What follows belongs to an exercise in optimizing a design on an open flow for small area; a production flow would make more cautious choices. Where RTL was checked, it was by simulation tests only, not by an equivalence proof against the original. No driver is modelled on the clock port, so clocking that relies on it looks cheaper here than on a real chip. Power is estimated from default activity; no workload was simulated.

== amber ==
Design top, start of the top module:
module top(	input [1:0]op,
		input [1:0]register,
		input [7:0]data,
		input clk,
		input go,
		input prog,
		input load,
		output reg [7:0]q);
	reg [7:0] R [0:3];
	reg [1:0] o;
	reg [1:0] r;
	reg [7:0] d;
	wire [11:0] rom;
	wire        ldpulse;
	wire        button;
	Debounce myButton (.b(go), .clk(clk), .d(button), .ex());
	Debounce loader (.b(load), .clk(clk), .d(ldpulse), .ex());
	progmem myProgram (.clk(clk), .go(ldpulse), .rst(prog), .data(rom));
	always @(posedge clk) begin
		o <= prog ? rom[11:10] : op;
		r <= prog ? rom[9:8] : register;
		d <= prog ? rom[7:0] : data;
	end
	wire [1:0] s = d[7:6];
	wire [1:0] m = d[5:4];
	wire [7:0] a = R[r];
	wire [7:0] b = R[s];
	wire imm  = (o == 2'b00);
	wire ar   = (o == 2'b11);
	wire andm = ar & (m == 2'b10);
	wire useA = ar & ~m[1];
	wire sub  = ar & (m == 2'b01);
	wire inv  = ar & m[0];
	wire [7:0] x = a & {8{useA}};
	wire [7:0] y = (imm ? d : b) ^ {8{inv}};
	wire [8:0] c;
	assign c[0] = sub;
	genvar i;
	generate for (i = 0; i < 8; i = i + 1) begin : fa
		assign c[i+1] = (x[i] & y[i]) | (x[i] & c[i]) | (y[i] & c[i]);
	end endgenerate
	wire [7:0] sum = x ^ y ^ c[7:0];
	wire [7:0] res = andm ? (a & b) : sum;
	wire we = button & (o != 2'b01) & ~(o == 2'b11 && m == 2'b11 && r != 2'b00);
  ...
clock: 5.0 ns
lec_check: 0
cap_margin: 20
core_margin: 2
core_utilization: 40
cts_buf_list: sky130_fd_sc_hd__clkbuf_4
cts_cluster_diameter: 100
cts_cluster_size: 30
gpl_timing_driven: 0
slew_margin: 20
run.sh (not shown) runs the stock make flow with config.mk's settings and CLKGATE_MAP_FILE= SYNTH_SCRIPT=/design/flow/synth_recipe.tcl, a recipe that flattens the netlist after the stock synthesis.
amber closes out successfully: all stages finished, all timing, DRC and antenna checks passed.
Modified inputs, delta compared to amber
# amber
export LEC_CHECK = 0
export CAP_MARGIN = 20
export CORE_MARGIN = 2
export CORE_UTILIZATION = 40
export CTS_BUF_LIST = sky130_fd_sc_hd__clkbuf_4
export CTS_CLUSTER_DIAMETER = 100
export CTS_CLUSTER_SIZE = 30
export GPL_TIMING_DRIVEN = 0
export SLEW_MARGIN = 20
create_clock -name core_clock -period 5.0 [get_ports {clk}]
# delta
export LEC_CHECK = 0
export CAP_MARGIN = 20
export CORE_MARGIN = 2
export CORE_UTILIZATION = 40
export GPL_TIMING_DRIVEN = 0
export SLEW_MARGIN = 20
create_clock -name core_clock -period 5.0 [get_ports {clk}]
==> flow/flow/run.sh (new file) <==
#!/bin/bash
# Standard synthesis and layout (standard.sh), with two layout choices changed:
#  - port buffers are buf_1 cells (the resizer may still upsize them);
#  - clock tree synthesis uses clkbuf_4 cells and inserts no dummy loads.
set -euo pipefail
bash standard.sh synth > synth.log 2>&1
bash standard.sh finish \
  "BUFFER_PORTS_ARGS=-buffer_cell sky130_fd_sc_hd__buf_1" \
  "CTS_ARGS=-sink_clustering_enable -repair_clock_nets -dont_use_dummy_load -buf_list sky130_fd_sc_hd__clkbuf_8 -sink_clustering_size 32 -sink_clustering_max_diameter 150" \
  > layout.log 2>&1
==> flow/standard.sh (new file) <==
#!/bin/bash
# synth_recipe.tcl (not shown) runs the flow's synth.tcl, then flattens the netlist and writes it again
# the make line also repeats each setting of config.mk as NAME=value (left out here)
make -C /OpenROAD-flow-scripts/flow DESIGN_CONFIG=/design/flow/config.mk WORK_HOME=/design/flow/orfs CLKGATE_MAP_FILE= SYNTH_SCRIPT=/design/flow/synth_recipe.tcl "${@:-finish}"
removed: flow/run.sh
Results
- delta: flow completed, timing, DRC and antenna clean
- Going from amber to delta, the share of total power in the clock network was found to have gone down by 3.5 points.
- Of the two candidates, amber has the worse maximum ir drop on the vdd rail and delta the better one.
- delta — slew at the pin closest to its max-slew limit 0.037 ns lower, amber as reference
> inputs changed (delta -> tundra)
# delta
export LEC_CHECK = 0
export CAP_MARGIN = 20
export CORE_MARGIN = 2
export CORE_UTILIZATION = 40
export GPL_TIMING_DRIVEN = 0
export SLEW_MARGIN = 20
create_clock -name core_clock -period 5.0 [get_ports {clk}]
# tundra
export LEC_CHECK = 0
export CAP_MARGIN = 20
export CORE_MARGIN = 2
export CORE_UTILIZATION = 40
export CTS_BUF_LIST = sky130_fd_sc_hd__clkbuf_8
export CTS_CLUSTER_DIAMETER = 60
export CTS_CLUSTER_SIZE = 20
export SLEW_MARGIN = 20
create_clock -name core_clock -period 5.0 [get_ports {clk}]
==> flow/run.sh (new file) <==
#!/bin/bash
# synth_recipe.tcl (not shown) runs the flow's synth.tcl, then flattens the netlist and writes it again
# the make line also repeats each setting of config.mk as NAME=value (left out here)
make -C /OpenROAD-flow-scripts/flow DESIGN_CONFIG=/design/flow/config.mk WORK_HOME=/design/flow/orfs CLKGATE_MAP_FILE= SYNTH_SCRIPT=/design/flow/synth_recipe.tcl finish
removed: flow/flow/run.sh
removed: flow/standard.sh
==> comparison <==
Compared delta against tundra; global-route wire length before repair within noise. Total wire length after detailed routing of tundra falls short of that of delta slightly. Non-clock buffer count went down by a little under 10% going from delta to tundra. [tundra] standby leakage power rose about 10% relative to delta.
No functional check of the RTL was part of any run of this note.

Another version of the RTL of top (not shown whole).
Size in the first run: ~200 cells after synthesis, about 24 I/O pins, roughly 0.0027 sq mm of cells after synthesis.
export LEC_CHECK = 0
export CAP_MARGIN = 0
export CORE_MARGIN = 2
export CORE_UTILIZATION = 50
export GPL_TIMING_DRIVEN = 0
export SLEW_MARGIN = 0
create_clock -name core_clock -period 5.0 [get_ports {clk}]
standard.sh (not shown) runs the stock make flow with config.mk's settings and CLKGATE_MAP_FILE= SYNTH_SCRIPT=/design/flow/synth_recipe.tcl, a recipe that flattens the netlist after the stock synthesis.
==> flow/flow/run.sh <==
#!/bin/bash
# Standard synthesis and layout (standard.sh), with these layout choices changed:
#  - synthesis buffers are removed before global placement (pre_gpl.tcl);
#  - port buffers are buf_1 cells (the resizer may still upsize them);
#  - clock tree synthesis uses clkbuf_8 cells and inserts no dummy loads
#    (post_cts.tcl then swaps some for clkbuf_4 where the clock slew allows);
#  - after clock tree synthesis, cells are sized down where slack allows
#    (post_cts.tcl), and again after global routing (post_grt.tcl).
set -euo pipefail
F="$(pwd)/flow"
bash standard.sh synth > synth.log 2>&1
bash standard.sh finish \
  "PRE_GLOBAL_PLACE_TCL=$F/pre_gpl.tcl" \
  "POST_CTS_TCL=$F/post_cts.tcl" \
  "POST_GLOBAL_ROUTE_TCL=$F/post_grt.tcl" \
  "BUFFER_PORTS_ARGS=-buffer_cell sky130_fd_sc_hd__buf_1" \
  "CTS_ARGS=-sink_clustering_enable -repair_clock_nets -dont_use_dummy_load -buf_list sky130_fd_sc_hd__clkbuf_8" \
  > layout.log 2>&1
==> flow/flow/area_recover.tcl <==
# Greedy area recovery: swap each combinational cell for a smaller drive
# strength of the same cell (same function, same pins) while the setup slack
# stays at least the margin (ns) and slews and loads stay 20% below their
# limits.
proc area_recover { margin {mode -placement} } {
  set block [ord::get_db_block]
  set db [ord::get_db]
  set dont_use {*lpflow* *probe* *clkbuf* *clkinv* *clkdly* *dlygate* *df* *dl* *sdf* *edf* *tap* *fill* *decap* *conb*}
  # masters by base name (the name without its drive strength suffix)
  foreach lib [$db getLibs] {
    foreach m [$lib getMasters] {
      set n [$m getName]
      if { ![regexp {^(.*)_([0-9]+)$} $n -> base drive] } { continue }
      set skip 0
      foreach p $dont_use { if { [string match $p $n] } { set skip 1 } }
      if { $skip } { continue }
      lappend group($base) $m
    }
  }
  # a swap may not bring the worst setup slack below the margin, or below
  # what it already is when it is lower
  estimate_parasitics $mode
  set limit [expr min($margin * 1e-9, [sta::worst_slack_cmd max])]
  # and slews and loads keep 20% below their limits (or what they had)
  set slew_min [expr min(0.2, [sta::max_slew_check_slack_limit])]
  set cap_min [expr min(0.2, [sta::max_capacitance_check_slack_limit])]
  set saved 0.0
  set changed 1
  while { $changed } {
    set changed 0
    foreach inst [$block getInsts] {
      set m [$inst getMaster]
      set n [$m getName]
      if { ![regexp {^(.*)_([0-9]+)$} $n -> base drive] } { continue }
      if { ![info exists group($base)] } { continue }
      if { [lsearch -exact $group($base) $m] < 0 } { continue }
      set a0 [expr [$m getWidth] * [$m getHeight]]
      set cands {}
      foreach em $group($base) {
        set a [expr [$em getWidth] * [$em getHeight]]
        if { $a < $a0 } { lappend cands [list $a [$em getName]] }
      }
      set iname [$inst getName]
      foreach c [lsort -real -index 0 $cands] {
        replace_cell [get_cells $iname] [get_lib_cells */[lindex $c 1]]
        estimate_parasitics $mode
        if { [sta::worst_slack_cmd max] >= $limit
             && [sta::max_slew_check_slack_limit] >= $slew_min
             && [sta::max_capacitance_check_slack_limit] >= $cap_min } {
          set saved [expr $saved + $a0 - [lindex $c 0]]
          set changed 1
          break
        }
        replace_cell [get_cells $iname] [get_lib_cells */$n]
      }
    }
  }
  estimate_parasitics $mode
  puts "area_recover: [expr $saved / 1e6] um2 less"
}

# Clock tree buffers: swap each for clkbuf_4 while every flip-flop clock pin
# keeps a slew of at most max_slew (ns) and the setup slack stays as above.
proc clock_recover { max_slew margin {mode -placement} } {
  set_propagated_clock [all_clocks]
  estimate_parasitics $mode
  set limit [expr min($margin * 1e-9, [sta::worst_slack_cmd max])]
  set saved 0
  foreach inst [get_cells clkbuf_*] {
    set cell [get_property $inst ref_name]
    if { $cell != "sky130_fd_sc_hd__clkbuf_8" } { continue }
    replace_cell $inst [get_lib_cells */sky130_fd_sc_hd__clkbuf_4]
    estimate_parasitics $mode
    set worst 0
    foreach pin [get_pins -hierarchical */CLK] {
      set s [get_property $pin slew_max]
      if { $s > $worst } { set worst $s }
    }
    if { $worst <= $max_slew && [sta::worst_slack_cmd max] >= $limit } {
      incr saved
    } else {
      replace_cell $inst [get_lib_cells */$cell]
    }
  }
  estimate_parasitics $mode
  puts "clock_recover: $saved clock buffers now clkbuf_4"
}
==> flow/flow/post_cts.tcl <==
# After clock tree synthesis and its timing repair: size cells down where the
# setup slack allows, keeping 50 ps of margin; swap clock tree buffers for
# clkbuf_4 where every flip-flop clock pin keeps a slew of at most 115 ps;
# then legalize again.
source [file join [file dirname [info script]] area_recover.tcl]
repair_timing -recover_power 100 -setup_margin 0.05 -verbose
clock_recover 0.115 0.05
detailed_placement
check_placement -verbose
==> flow/flow/post_grt.tcl <==
# After global routing: swap cells for smaller drive strengths while the
# setup slack stays at least 60 ps, then legalize and reroute what moved.
source [file join [file dirname [info script]] area_recover.tcl]
global_route -start_incremental
area_recover 0.06 -global_routing
detailed_placement
check_placement -verbose
global_route -end_incremental
estimate_parasitics -global_routing
report_worst_slack -max
write_guides $::env(RESULTS_DIR)/route.guide
Other scripts of this flow, unchanged in this note and not shown: flow/flow/pre_gpl.tcl
The starting point ran to the end with no violations.
Next try:
--- a/flow/flow/area_recover.tcl
+++ b/flow/flow/area_recover.tcl
@@ -2,4 +2,3 @@
 # strength of the same cell (same function, same pins) while the setup slack
-# stays at least the margin (ns) and slews and loads stay 20% below their
-# limits.
+# stays at least the margin (ns) and no slew or capacitance limit is broken.
 proc area_recover { margin {mode -placement} } {
@@ -23,5 +22,2 @@
   set limit [expr min($margin * 1e-9, [sta::worst_slack_cmd max])]
-  # and slews and loads keep 20% below their limits (or what they had)
-  set slew_min [expr min(0.2, [sta::max_slew_check_slack_limit])]
-  set cap_min [expr min(0.2, [sta::max_capacitance_check_slack_limit])]
   set saved 0.0
@@ -47,4 +43,4 @@
         if { [sta::worst_slack_cmd max] >= $limit
-             && [sta::max_slew_check_slack_limit] >= $slew_min
-             && [sta::max_capacitance_check_slack_limit] >= $cap_min } {
+             && [sta::max_slew_violation_count] == 0
+             && [sta::max_capacitance_violation_count] == 0 } {
           set saved [expr $saved + $a0 - [lindex $c 0]]
- CORE_UTILIZATION: 50 -> 40
=> The new run completed with no timing, DRC or antenna violations. Setup slack improves by 0.023 ns. Clock power rose by about 3%. Non-clock buffer count is unchanged. Sequential power barely changes. First-iteration DRC count rose by 68%. Routed wire length goes up by about 2.2%.
Next try:
--- a/flow/flow/run.sh
+++ b/flow/flow/run.sh
@@ -4,4 +4,3 @@
 #  - port buffers are buf_1 cells (the resizer may still upsize them);
-#  - clock tree synthesis uses clkbuf_8 cells and inserts no dummy loads
-#    (post_cts.tcl then swaps some for clkbuf_4 where the clock slew allows);
+#  - clock tree synthesis uses clkbuf_8 cells and inserts no dummy loads;
 #  - after clock tree synthesis, cells are sized down where slack allows
--- a/flow/flow/area_recover.tcl
+++ b/flow/flow/area_recover.tcl
@@ -56,28 +56 @@
 }
-
-# Clock tree buffers: swap each for clkbuf_4 while every flip-flop clock pin
-# keeps a slew of at most max_slew (ns) and the setup slack stays as above.
-proc clock_recover { max_slew margin {mode -placement} } {
-  set_propagated_clock [all_clocks]
-  estimate_parasitics $mode
-  set limit [expr min($margin * 1e-9, [sta::worst_slack_cmd max])]
-  set saved 0
-  foreach inst [get_cells clkbuf_*] {
-    set cell [get_property $inst ref_name]
-    if { $cell != "sky130_fd_sc_hd__clkbuf_8" } { continue }
-    replace_cell $inst [get_lib_cells */sky130_fd_sc_hd__clkbuf_4]
-    estimate_parasitics $mode
-    set worst 0
-    foreach pin [get_pins -hierarchical */CLK] {
-      set s [get_property $pin slew_max]
-      if { $s > $worst } { set worst $s }
-    }
-    if { $worst <= $max_slew && [sta::worst_slack_cmd max] >= $limit } {
-      incr saved
-    } else {
-      replace_cell $inst [get_lib_cells */$cell]
-    }
-  }
-  estimate_parasitics $mode
-  puts "clock_recover: $saved clock buffers now clkbuf_4"
-}
==> flow/flow/post_cts.tcl (replaced) <==
# After clock tree synthesis and its timing repair: size cells down where the
# setup slack allows, keeping 50 ps of margin, then legalize again.
repair_timing -recover_power 100 -setup_margin 0.05 -verbose
detailed_placement
check_placement -verbose
==> flow/flow/post_grt.tcl (replaced) <==
# After global routing: swap cells for smaller drive strengths while the
# setup slack stays at least 0 ps (the final slack comes out higher), then legalize and reroute what moved.
source [file join [file dirname [info script]] area_recover.tcl]
global_route -start_incremental
area_recover 0.0 -global_routing
detailed_placement
check_placement -verbose
global_route -end_incremental
estimate_parasitics -global_routing
report_worst_slack -max
write_guides $::env(RESULTS_DIR)/route.guide
What happened: Worst hold slack barely changes; count of clock-buffer cells in the layout does not change; global-route usage does not change; utilization shrinks by 0.15 points; sequential cell count does not change; sequential share of layout area is higher by 0.16 points.
Next try:
--- a/flow/flow/run.sh
+++ b/flow/flow/run.sh
@@ -4,3 +4,6 @@
 #  - port buffers are buf_1 cells (the resizer may still upsize them);
-#  - clock tree synthesis uses clkbuf_8 cells and inserts no dummy loads;
+#  - clock tree synthesis uses clkbuf_8 cells and inserts no dummy loads
+#    (post_cts.tcl then swaps some for clkbuf_4 where the clock slew allows);
+#  - no timing repair right after clock tree synthesis (it runs after global
+#    routing, with better parasitics);
 #  - after clock tree synthesis, cells are sized down where slack allows
@@ -13,2 +16,3 @@
   "POST_CTS_TCL=$F/post_cts.tcl" \
+  "SKIP_CTS_REPAIR_TIMING=1" \
   "POST_GLOBAL_ROUTE_TCL=$F/post_grt.tcl" \
--- a/flow/flow/area_recover.tcl
+++ b/flow/flow/area_recover.tcl
@@ -2,3 +2,4 @@
 # strength of the same cell (same function, same pins) while the setup slack
-# stays at least the margin (ns) and no slew or capacitance limit is broken.
+# stays at least the margin (ns) and slews and loads stay 20% below their
+# limits.
 proc area_recover { margin {mode -placement} } {
@@ -22,2 +23,5 @@
   set limit [expr min($margin * 1e-9, [sta::worst_slack_cmd max])]
+  # and slews and loads keep 20% below their limits (or what they had)
+  set slew_min [expr min(0.2, [sta::max_slew_check_slack_limit])]
+  set cap_min [expr min(0.2, [sta::max_capacitance_check_slack_limit])]
   set saved 0.0
@@ -43,4 +47,4 @@
         if { [sta::worst_slack_cmd max] >= $limit
-             && [sta::max_slew_violation_count] == 0
-             && [sta::max_capacitance_violation_count] == 0 } {
+             && [sta::max_slew_check_slack_limit] >= $slew_min
+             && [sta::max_capacitance_check_slack_limit] >= $cap_min } {
           set saved [expr $saved + $a0 - [lindex $c 0]]
@@ -56 +60,28 @@
 }
+
+# Clock tree buffers: swap each for clkbuf_4 while every flip-flop clock pin
+# keeps a slew of at most max_slew (ns) and the setup slack stays as above.
+proc clock_recover { max_slew margin {mode -placement} } {
+  set_propagated_clock [all_clocks]
+  estimate_parasitics $mode
+  set limit [expr min($margin * 1e-9, [sta::worst_slack_cmd max])]
+  set saved 0
+  foreach inst [get_cells clkbuf_*] {
+    set cell [get_property $inst ref_name]
+    if { $cell != "sky130_fd_sc_hd__clkbuf_8" } { continue }
+    replace_cell $inst [get_lib_cells */sky130_fd_sc_hd__clkbuf_4]
+    estimate_parasitics $mode
+    set worst 0
+    foreach pin [get_pins -hierarchical */CLK] {
+      set s [get_property $pin slew_max]
+      if { $s > $worst } { set worst $s }
+    }
+    if { $worst <= $max_slew && [sta::worst_slack_cmd max] >= $limit } {
+      incr saved
+    } else {
+      replace_cell $inst [get_lib_cells */$cell]
+    }
+  }
+  estimate_parasitics $mode
+  puts "clock_recover: $saved clock buffers now clkbuf_4"
+}
==> flow/flow/post_cts.tcl (replaced) <==
# After clock tree synthesis and its timing repair: size cells down where the
# setup slack allows, keeping 50 ps of margin; swap clock tree buffers for
# clkbuf_4 where every flip-flop clock pin keeps a slew of at most 115 ps;
# then legalize again.
source [file join [file dirname [info script]] area_recover.tcl]
repair_timing -recover_power 100 -setup_margin 0.05 -verbose
clock_recover 0.115 0.05
detailed_placement
check_placement -verbose
==> flow/flow/post_grt.tcl (replaced) <==
# After global routing: swap cells for smaller drive strengths while the
# setup slack stays at least 60 ps, then legalize and reroute what moved.
source [file join [file dirname [info script]] area_recover.tcl]
global_route -start_incremental
area_recover 0.06 -global_routing
detailed_placement
check_placement -verbose
global_route -end_incremental
estimate_parasitics -global_routing
report_worst_slack -max
write_guides $::env(RESULTS_DIR)/route.guide
Result:
- utilization climbs by 0.19 points
- setup slack gets better by 0.032 ns
- combinational power stays flat
- synthesized cell count does not change
- cell count grows by 0.33%
- non-clock buffer count goes up by 1
- synthesized area is unchanged
- power is lower by 2.2%
- design area rises by 0.42%
- routed wire length falls by 1.2%
Next try:
--- a/flow/flow/run.sh
+++ b/flow/flow/run.sh
@@ -6,4 +6,2 @@
 #    (post_cts.tcl then swaps some for clkbuf_4 where the clock slew allows);
-#  - no timing repair right after clock tree synthesis (it runs after global
-#    routing, with better parasitics);
 #  - after clock tree synthesis, cells are sized down where slack allows
@@ -16,3 +14,2 @@
   "POST_CTS_TCL=$F/post_cts.tcl" \
-  "SKIP_CTS_REPAIR_TIMING=1" \
   "POST_GLOBAL_ROUTE_TCL=$F/post_grt.tcl" \
- CORE_UTILIZATION: 40 -> 35
=> Wire length falls by about 1.1%; utilization falls by 6.6 points; final area rises by 0.93%; first-iteration DRC count falls by 55%; power falls by 0.92%; die area rises by 14%; clock-buffer cell count stays the same; area after synthesis is unchanged; register-to-register slack loses 0.03 ns; setup slack loses 0.061 ns.
Next try:
--- a/flow/flow/run.sh
+++ b/flow/flow/run.sh
@@ -4,4 +4,3 @@
 #  - port buffers are buf_1 cells (the resizer may still upsize them);
-#  - clock tree synthesis uses clkbuf_8 cells and inserts no dummy loads
-#    (post_cts.tcl then swaps some for clkbuf_4 where the clock slew allows);
+#  - clock tree synthesis uses clkbuf_8 cells and inserts no dummy loads;
 #  - after clock tree synthesis, cells are sized down where slack allows
==> flow/flow/area_recover.tcl (replaced) <==
# Greedy area recovery: swap each combinational cell for a smaller drive
# strength of the same cell (same function, same pins) while the setup slack
# stays at least the margin (ns) and no slew or capacitance limit is broken.
proc area_recover { margin {mode -placement} } {
  set block [ord::get_db_block]
  set db [ord::get_db]
  set dont_use {*lpflow* *probe* *clkbuf* *clkinv* *clkdly* *dlygate* *df* *dl* *sdf* *edf* *tap* *fill* *decap* *conb*}
  # masters by base name (the name without its drive strength suffix)
  foreach lib [$db getLibs] {
    foreach m [$lib getMasters] {
      set n [$m getName]
      if { ![regexp {^(.*)_([0-9]+)$} $n -> base drive] } { continue }
      set skip 0
      foreach p $dont_use { if { [string match $p $n] } { set skip 1 } }
      if { $skip } { continue }
      lappend group($base) $m
    }
  }
  set limit [expr $margin * 1e-9]
  set saved 0.0
  set changed 1
  while { $changed } {
    set changed 0
    foreach inst [$block getInsts] {
      set m [$inst getMaster]
      set n [$m getName]
      if { ![regexp {^(.*)_([0-9]+)$} $n -> base drive] } { continue }
      if { ![info exists group($base)] } { continue }
      if { [lsearch -exact $group($base) $m] < 0 } { continue }
      set a0 [expr [$m getWidth] * [$m getHeight]]
      set cands {}
      foreach em $group($base) {
        set a [expr [$em getWidth] * [$em getHeight]]
        if { $a < $a0 } { lappend cands [list $a [$em getName]] }
      }
      set iname [$inst getName]
      foreach c [lsort -real -index 0 $cands] {
        replace_cell [get_cells $iname] [get_lib_cells */[lindex $c 1]]
        estimate_parasitics $mode
        if { [sta::worst_slack_cmd max] >= $limit
             && [sta::max_slew_violation_count] == 0
             && [sta::max_capacitance_violation_count] == 0 } {
          set saved [expr $saved + $a0 - [lindex $c 0]]
          set changed 1
          break
        }
        replace_cell [get_cells $iname] [get_lib_cells */$n]
      }
    }
  }
  estimate_parasitics $mode
  puts "area_recover: [expr $saved / 1e6] um2 less"
}
==> flow/flow/post_cts.tcl (replaced) <==
# After clock tree synthesis and its timing repair: size cells down where the
# setup slack allows, keeping 50 ps of margin, then legalize again.
repair_timing -recover_power 100 -setup_margin 0.05 -verbose
detailed_placement
check_placement -verbose
- CORE_UTILIZATION: 35 -> 40
Clock power increases by 13%.
Sequential cell count does not change.
Count of clock-buffer cells in the layout stays the same.
Setup slack gets better by 0.065 ns.
Power increases by 3.6%.
Cell area increases by 1.7%.
Hold slack gets worse by 0.0039 ns.

==> what the ideal ports hide <==
Ports are ideal in the flow. The routed layouts listed here were re-timed in OpenROAD.
Step 1 sets driving cells, clkbuf_16 on the clock port and buf_2 on the other inputs (assumed; they add their load-dependent delay and slew).
Step 2, shift: input delay + t, output delay - t, t = (earliest + latest rising clock arrival at the registers) / 2. This alone moves slack from input paths to output paths.
Slacks: ideal / step 1 / step 2; pairs: ideal / step 1.
run | shift t [ns] | slack for setup (ns) | worst setup path after step 2 | slew at the worst register clock pin (ns) | cell pins on the clock port's net
amber | 0.416 | 0.183 / 0.183 / 0.183 | register to register | 0.11 / 0.11 | 1
delta | 0.349 | 0.172 / 0.172 / 0.172 | register to register | 0.07 / 0.07 | 1
tundra | 0.366 | 0.252 / 0.252 / 0.252 | register to register | 0.07 / 0.07 | 1
the first run of note 2 | 0.370 | 0.184 / 0.184 / -0.186 | input to register | 0.11 / 0.11 | 1
the second run of note 2 | 0.374 | 0.207 / 0.202 / -0.172 | input to register | 0.11 / 0.11 | 1
the third run of note 2 | 0.326 | 0.189 / 0.184 / -0.142 | input to register | 0.09 / 0.09 | 1
the fourth run of note 2 | 0.376 | 0.221 / 0.218 / -0.158 | input to register | 0.11 / 0.11 | 1
the fifth run of note 2 | 0.373 | 0.160 / 0.164 / -0.209 | input to register | 0.10 / 0.10 | 1
the sixth run of note 2 | 0.327 | 0.225 / 0.222 / -0.105 | input to register | 0.09 / 0.09 | 1
Met with ideal ports but missed after step 2: setup timing in 6 of these runs.
